This design comes from an exercise in tuning for small area and a short achievable clock period on the open sky130 flow, not from production work.
Where RTL was checked, it was by simulation tests only, not by an equivalence proof against the original.
Function not checked in run 2: the RTL went through the layout flow alone.

==> run.sh <==
#!/bin/bash
# synth_recipe.tcl (not shown) runs the flow's synth.tcl, then flattens the netlist and writes it again
# the make line also repeats each setting of config.mk as NAME=value (left out here)
make -C /OpenROAD-flow-scripts/flow DESIGN_CONFIG=/design/flow/config.mk WORK_HOME=/design/flow/orfs CLKGATE_MAP_FILE= SYNTH_SCRIPT=/design/flow/synth_recipe.tcl finish
==> config.mk <==
export PLATFORM = sky130hd
export DESIGN_NAME = FIR
export DESIGN_NICKNAME = FIR
export VERILOG_FILES = /design/flow/design.v
export SDC_FILE = /design/flow/constraint.sdc
export NUM_CORES = 4
export LEC_CHECK = 0
export CAP_MARGIN = 20
export CORE_MARGIN = 2
export CORE_UTILIZATION = 40
export SLEW_MARGIN = 20
==> constraint.sdc <==
create_clock -name core_clock -period 19.0 [get_ports {clk}]
set_input_delay 3.8000 -clock core_clock [delete_from_list [all_inputs] [get_ports {clk}]]
set_output_delay 3.8000 -clock core_clock [all_outputs]
set_load 0.01 [all_outputs]
==> design.v <==
module FIR(
input clk, 
input reset_p, 
input  [9:0]data_in, 
output [9:0]fir_data 
);
wire [31:0] mul_data_1;
wire [31:0] mul_data_2;
wire [31:0] mul_data_3;
wire [31:0] mul_data_4;
wire [31:0]add_data;
reg  [9:0] shift_data_0;
reg  [9:0] shift_data_1;
reg  [9:0] shift_data_2;
reg  [9:0] shift_data_3;
reg  [9:0] shift_data_4;
reg  [9:0] shift_data_5;
reg  [9:0] shift_data_6;
reg  [9:0] shift_data_7;
assign mul_data_1=9*(shift_data_0+shift_data_7); 
assign mul_data_2=48*(shift_data_1+shift_data_6);
assign mul_data_3=164*(shift_data_2+shift_data_5);
assign mul_data_4=279*(shift_data_3+shift_data_4); 
assign add_data=(mul_data_1+mul_data_2+mul_data_3+mul_data_4)/1000; 
assign fir_data=add_data[9:0]; 
always @(posedge clk or posedge reset_p)
    begin
        if(reset_p)
        begin
            shift_data_0<=10'd0;
            shift_data_1<=10'd0;
            shift_data_2<=10'd0;
            shift_data_3<=10'd0;
            shift_data_4<=10'd0;
            shift_data_5<=10'd0;
            shift_data_6<=10'd0;
            shift_data_7<=10'd0;
        end
        else
        begin
			shift_data_0<=data_in;
            shift_data_1<=shift_data_0;
            shift_data_2<=shift_data_1;
            shift_data_3<=shift_data_2;
            shift_data_4<=shift_data_3;
            shift_data_5<=shift_data_4;
            shift_data_6<=shift_data_5;
            shift_data_7<=shift_data_6;
        end
    end
endmodule
==> results.toml, run 1 <==
[synthesis]
synth_area_leaders = "ha_1 19%, dfrtp_1 17%, fa_1 14%"
synth-edff-count = 0
async_flop_share = 1.00
post_synth_num_cell_types = 103
synthesis.area_um2 = 11500
syn_area_per_cell_um2 = 9.28
synth-seq-cells = 80
ys_warn_count = 1
synthCells = 1235
synthFlopType = "dfrtp_1"
syn_nets = 1501
yosys.area.top_type = "ha_1"
synth_top_area_frac = 0.187
ys_seq_area_frac = 0.175

[grt]
grt_pass1_vias = 9661
antenna_found_initial = 0
gr-usage-all-layers = 0.180
grt_max_degree = 81
grt_pass1_wl_mm = 45.8
grt-ovfl-total = 0

[finish]
nets = 1750
layout_commonest_cell = "buf_4"
final_util = 0.535
final_cells = 1867
drive_gt1_frac = 0.300
antenna_cells = 0
layout_common_cells = "229 x buf_4, 170 x inv_1, 153 x ha_1"
num-fill-cells = 2520
area_growth_syn_to_layout_pct = 30.7
design_area_um2 = 15000

[run]
drv_cap = 0

[cts]
clock_sinks = 80
cts-buffers-inserted = 9
clockBufferDepth = 2
worstSkewPairLatency_ns = 0.33
clk_pin_slew_ns = 0.06
cts.htree.levels = 3
cts_tree = "yes"
postCtsHoldBufs = 0
clock-root-buffer = "clkbuf_16"

[sta]
setup_viol = 0
setup_tns_ns = 0
finalHoldViolations = 0
fmax_mhz = 54.1
holdWs_ns = 0.374
skew_ns = 0.00592
tightestPinTransition_ns = 0.943
period_needed_ns = 18.48
period_share = 0.973
max_slew_margin = 0.371
drv_slew = 0

[setup_path]
cpPeakStageDelay_ns = 0.53
critPathArrivalTime_ns = 14.68
reg2reg_from = "shift_data_2[1]"
crit_end = "fir_data[0]"
crit_start = "shift_data_2[0]"
cp_max_fo = 6
slowest_stage = "fa_1"
r2r_end = "shift_data_3[1]"
crit_top_cell = "fa_1"
rr_worst_depth = 0
worstSetupPathType = "reg2out"
critical_path_required_ns = 15.20
ff2ff_setup_slack_ns = 18.42
endpoint_kind = "primary output"
crit_path_start_kind = "flop"

[floorplanning]
ioPinCount = 22
initial_core_util = 0.409
die_x_um = 173
placementRows = 61
die_area_um2 = 30000
coreArea_um2 = 28000
die_h_um = 173

[placement]
gp_congestion = 0.854
dpl_cell_area_um2 = 13400
portBuffers = 21
hpwl_mm = 22.8
dp_cells = 1802

[routing]
drc_errors = 0
first_iter_violations = 429
num_vias = 9894
wirelength_mm = 28.7
wl_per_cell_um = 15.4
drtAntennaViolNets = 0
dr.pass1.iters = 5
vias_per_cell = 5.30

[min_path]
hold_class = "reg2reg"

[run_status]
status = "timing/DRC/antenna clean"
==> synthesized netlist by cell type (5+ instances only) <==
library cell / n
nor3_1: 18
a21oi_1: 84
and2_1: 12
a21o_1: 33
nor2b_1: 6
dfrtp_1: 80
a211o_1: 11
nor4_1: 5
xor2_1: 10
nand4_1: 9
a211oi_1: 11
a22oi_1: 8
fa_1: 83
and4_1: 6
xnor2_1: 67
or2_1: 5
nand3_1: 23
o21ai_0: 19
mux2i_1: 9
o211a_1: 5
o211ai_1: 17
buf_2: 11
a31o_2: 6
ha_1: 171
o21bai_1: 39
a211oi_2: 6
o21a_1: 8
a31oi_1: 12
nor2_1: 57
inv_1: 180
and3_1: 12
nand2_1: 66
o22ai_1: 6
or3_1: 8
o21ai_1: 14
==> worst min path at each step <==
| stage | start | end | slack (ns) | cells past startpoint |
|---|---|---|---|---|
| finish | shift_data_1[2] | shift_data_2[2] | 0.37 | 0 |
| global route | shift_data_1[2] | shift_data_2[2] | 0.39 | 0 |
| CTS | shift_data_1[2] | shift_data_2[2] | 0.37 | 0 |
| detailed placement | shift_data_4[6] | shift_data_5[6] | 0.36 | 0 |
| global placement | shift_data_4[5] | shift_data_5[5] | 0.36 | 0 |
| floorplan | shift_data_4[0] | shift_data_5[0] | 0.36 | 0 |
==> stage by stage <==
step | setup slack, ns
2_1_floorplan | 0.993
3_3_place_gp | 0.0553
3_5_place_dp | -0.0992
4_1_cts | 0.00428
5_1_grt | -0.168
6_report | 0.520
==> worst max-delay path, delay by kind of cell (launching register included) <==
kind / cells / cell delay (ns)
AOI/OAI and AO/OA: 23 / 5.40
xor gates and xnor gates: 2 / 0.14
adders and majority gates: 13 / 4.98
buffers and inverters: 14 / 1.52
DFF: 1 / 0.38
muxes: 3 / 0.81
and+or+nand+nor: 8 / 1.09
==> flip-flops by register name (all words and copies together), names as in the netlist <==
register / cells
shift_data_1: 10
shift_data_7: 10
shift_data_2: 10
shift_data_0: 10
shift_data_3: 10
shift_data_5: 10
shift_data_6: 10
shift_data_4: 10
==> logic make-up after synthesis <==
| group | Yosys count | share of synthesized area |
|---|---|---|
| buffers and inverters | 201 | 0.0698 |
| adder cells (fa/ha/maj) | 256 | 0.333 |
| flip-flops | 80 | 0.175 |
| AO/OA/AOI/OAI | 357 | 0.237 |
| multiplexers | 12 | 0.0115 |
| AND/OR/NAND/NOR | 250 | 0.112 |
| XOR/XNOR | 79 | 0.0617 |
==> metal layers <==
metal  global-route usage  wire length (µm)  vias to the layer above
met5                    0                 0                        -
met4               0.0297               220                        0
met3               0.0134               689                       21
met2                0.317             14300                      156
met1                0.246             13500                     4825
li1                     -                 -                     4892
==> timing repair <==
action,CTS,global route
gates resized for setup,28,154
setup endpoints to repair,2,3
gates cloned,0,1
pin swaps,13,107
buffers inserted,6,43
==> layout make-up <==
type	count	area [µm²]	area share
Multi-Input combinational cell	955	9540	0.637
Clock inverter	5	56.3	0.00376
Timing Repair Buffer	255	1980	0.132
Tap cell	378	473	0.0316
Clock buffer	11	243	0.0162
Inverter	183	691	0.0461
Sequential cell	80	2000	0.134
==> inputs of run 2 (changes only) <==
==> design.v (replaced) <==
module FIR(
input clk,
input reset_p,
input  [9:0]data_in,
output [9:0]fir_data
);
reg  [9:0] x1, x2, x3, x4, x5, x6, x7;
reg  [9:0] y;
wire [10:0] p1 = x1 + x6;
wire [10:0] p2 = x2 + x5;
wire [10:0] p3 = x3 + x4;
wire [19:0] s  = 48*p1 + 164*p2 + 279*p3 + 9*x7;
wire [9:0]  h  = s[19:10];
wire [14:0] t  = 24*h + s[9:0];
wire [4:0]  h2 = t[14:10];
wire [9:0]  q0 = h + h2;
wire [10:0] r0 = 24*h2 + t[9:0];
wire [13:0] v  = r0 + 9*data_in;
wire [3:0]  inc = (v >= 14'd10000) ? 4'd10 :
                  (v >= 14'd9000)  ? 4'd9  :
                  (v >= 14'd8000)  ? 4'd8  :
                  (v >= 14'd7000)  ? 4'd7  :
                  (v >= 14'd6000)  ? 4'd6  :
                  (v >= 14'd5000)  ? 4'd5  :
                  (v >= 14'd4000)  ? 4'd4  :
                  (v >= 14'd3000)  ? 4'd3  :
                  (v >= 14'd2000)  ? 4'd2  :
                  (v >= 14'd1000)  ? 4'd1  : 4'd0;
assign fir_data = y;
always @(posedge clk or posedge reset_p)
    begin
        if(reset_p)
        begin
            x1 <= 10'd0;
            x2 <= 10'd0;
            x3 <= 10'd0;
            x4 <= 10'd0;
            x5 <= 10'd0;
            x6 <= 10'd0;
            x7 <= 10'd0;
            y  <= 10'd0;
        end
        else
        begin
            x1 <= data_in;
            x2 <= x1;
            x3 <= x2;
            x4 <= x3;
            x5 <= x4;
            x6 <= x5;
            x7 <= x6;
            y  <= q0 + inc;
        end
    end
endmodule
==> run 2 against run 1 <==
Worst setup slack improved by 1.3 ns; first-iteration DRC count fell by 46%; count of clock-buffer cells in the layout fell by 1; final area fell by 24%; critical path depth rose by 2; sequential share of layout area rose by 4.2 points; fmax rose by 7.5%; still clean on timing, DRC and antenna; routed wire length fell by 24%; via count fell by 28%; cell count fell by 23%.
==> results.toml, run 2 <==
[run_status]
status = "timing/DRC/antenna clean"

[sta]
setup_tns_ns = 0
period_share = 0.905
finalHoldViolations = 0
tightestPinTransition_ns = 0.849
drv_slew = 0
setup_ws_ns = 1.81
skew_ns = 0.00812
rsz0062_at_grt = "no"
period_needed_ns = 17.19
max_slew_margin = 0.430
fmax_mhz = 58.2
setup_viol = 0

[setup_path]
worstSetupPathType = "reg2reg"
crit_path_start_kind = "flop"
cpPeakStageDelay_ns = 0.57
critPathArrivalTime_ns = 17.45
crit_top_cell = "fa_1"
critical_path_required_ns = 19.26
slowest_stage = "o31ai_1"
endpoint_kind = "flop"
cp_max_fo = 7

[cts]
post_cts_buffers = 0
clockBufferDepth = 2
worstSkewPairLatency_ns = 0.34
cts_tree = "yes"
postCtsHoldBufs = 0
cts.htree.levels = 3
clk_pin_slew_ns = 0.07
cts-buffers-inserted = 9
clock-root-buffer = "clkbuf_16"
post_cts_resized = 0
clock_sinks = 80

[grt]
grt_pass1_wl_mm = 37.7
grt_pass1_vias = 7574
gr-usage-all-layers = 0.170
antenna_found_initial = 0
grt-ovfl-total = 0
grt_max_degree = 54

[synthesis]
syn_area_per_cell_um2 = 9.78
synthCells = 1071
synthFlopType = "dfrtp_1"
ys_seq_area_frac = 0.191
synth-edff-count = 0
synth-seq-cells = 80
syn_nets = 1395
async_flop_share = 1.00
post_synth_num_cell_types = 64
ys_warn_count = 1
synth_top_area_frac = 0.251
yosys.area.top_type = "ha_1"
synthesis.area_um2 = 10500
synth_area_leaders = "ha_1 25%, fa_1 19%, dfrtp_1 19%"
synth_most_common_cell = "inv_1"
synth_common_cells = "252 x inv_1, 210 x ha_1, 102 x fa_1"

[routing]
wirelength_mm = 21.9
drtAntennaViolNets = 0
vias_per_cell = 4.95
first_iter_violations = 230
wl_per_cell_um = 15.2
dr.pass1.iters = 4
num_vias = 7122
drc_errors = 0

[placement]
gp_congestion = 0.879
preCtsSetupSlack_ns = 1.70
dpl_cell_area_um2 = 11100
portBuffers = 21
hpwl_mm = 19.2
dp_cells = 1424

[finish]
antenna_cells = 0
nets = 1424
final_cells = 1440
layout_commonest_cell = "inv_1"
area_growth_syn_to_layout_pct = 8.92
drive_gt1_frac = 0.0290
design_area_um2 = 11400
layout_common_cells = "251 x inv_1, 210 x ha_1, 102 x fa_1"

[floorplanning]
coreArea_um2 = 25900
die_h_um = 166
placementRows = 59
die_area_um2 = 27500
die_x_um = 166
initial_core_util = 0.404
ioPinCount = 22

[min_path]
hold_class = "reg2reg"

[run]
drv_cap = 0
==> run 2: changes by cell type after synthesis, sizes merged, moves of 18 or more <==
cell | previous run | this run
inv | 183 | 252
nand2 | 67 | 25
ha | 171 | 210
a21oi | 88 | 63
fa | 83 | 102
o211ai | 20 | 2
==> run 2: layout make-up <==
cell class                 instances  area (µm²)
timing repair buffer              22         218
clock buffer                      10         239
multi-input combinational        735        7510
tap                              335         419
clock inverter                     6        76.3
sequential                        80        2000
inverter                         252         947
fill                            2482       14500
==> run 2: critical path: cells and delay by family, from the launching register on <==
family | cells | cell delay [ns]
buffers and inverters | 6 | 0.30
xor gates and xnor gates | 7 | 1.65
DFF | 1 | 0.38
adders and majority gates | 25 | 9.96
AOI/OAI and AO/OA | 17 | 3.63
and+or+nand+nor | 10 | 1.18
==> run 2: final timing paths <==
kind,slack (ns),from,end,cells past startpoint
min reg2reg,0.38,x4[2],x5[2],0
max in group asynchronous,14.17,reset_p,y[9],3
min in group asynchronous,3.78,reset_p,x1[2],2
max reg2reg,1.81,x2[0],y[9],65
max,1.81,x2[0],y[9],65
min,0.38,x4[2],x5[2],0
==> run 2: per-stage QoR <==
| stage | util | hold slack [ns] |
|---|---|---|
| after CTS | 0.440 | 0.380 |
| after global routing | 0.440 | 0.388 |
| after global placement | 0.428 | 0.359 |
| after detailed placement | 0.428 | 0.364 |
| after floorplan | - | 0.357 |
| final | 0.440 | 0.379 |
==> run 2: per-layer routing <==
layer	track usage	part of all wire	vias up
li1	-	-	3535
met1	0.240	0.48	3503
met2	0.286	0.48	73
met3	0.0243	0.034	11
met4	0.0261	0.0091	0
met5	0	0	-
==> run 2: cells by family (layout without fill, tap and decap cells) <==
family | Yosys count | count (layout) | share of synthesized area
AOI/OAI and AO/OA | 184 | 184 | 0.116
xor gates and xnor gates | 94 | 94 | 0.0831
adders and majority gates | 314 | 314 | 0.448
buffers and inverters | 256 | 290 | 0.0921
DFF | 80 | 80 | 0.191
muxes | 2 | 2 | 0.00191
and+or+nand+nor | 141 | 141 | 0.0681

-- what the ideal ports hide --
The flow's constraints put no driver on any port. The routed layouts listed below were extracted and timed again, unchanged, in two steps.
Step 1 (the two cells are an assumption about what drives the block):
set clk [get_ports {clk}]
set_driving_cell -lib_cell sky130_fd_sc_hd__clkbuf_16 $clk
set_driving_cell -lib_cell sky130_fd_sc_hd__buf_2 [delete_from_list [all_inputs] $clk]
Step 2 moves the port delays by t, midway between the first and last clock arrival at a register: inputs arrive t later, outputs are due t later. That takes back most of the time a late clock gives input paths.
Slacks: no drivers / after step 1 / after step 2; pairs: no drivers / after step 1.
| run | t (ns) | setup WS [ns] | hold slack, ns | worst register clock-pin slew, ns |
|---|---|---|---|---|
| run 1 | 0.362 | 0.520 / 0.486 / 0.848 | 0.374 / 0.374 / 0.374 | 0.06 / 0.06 |
| run 2 | 0.385 | 1.809 / 1.809 / 1.809 | 0.379 / 0.379 / 0.379 | 0.07 / 0.07 |
After both steps setup and hold are still met in every run listed.
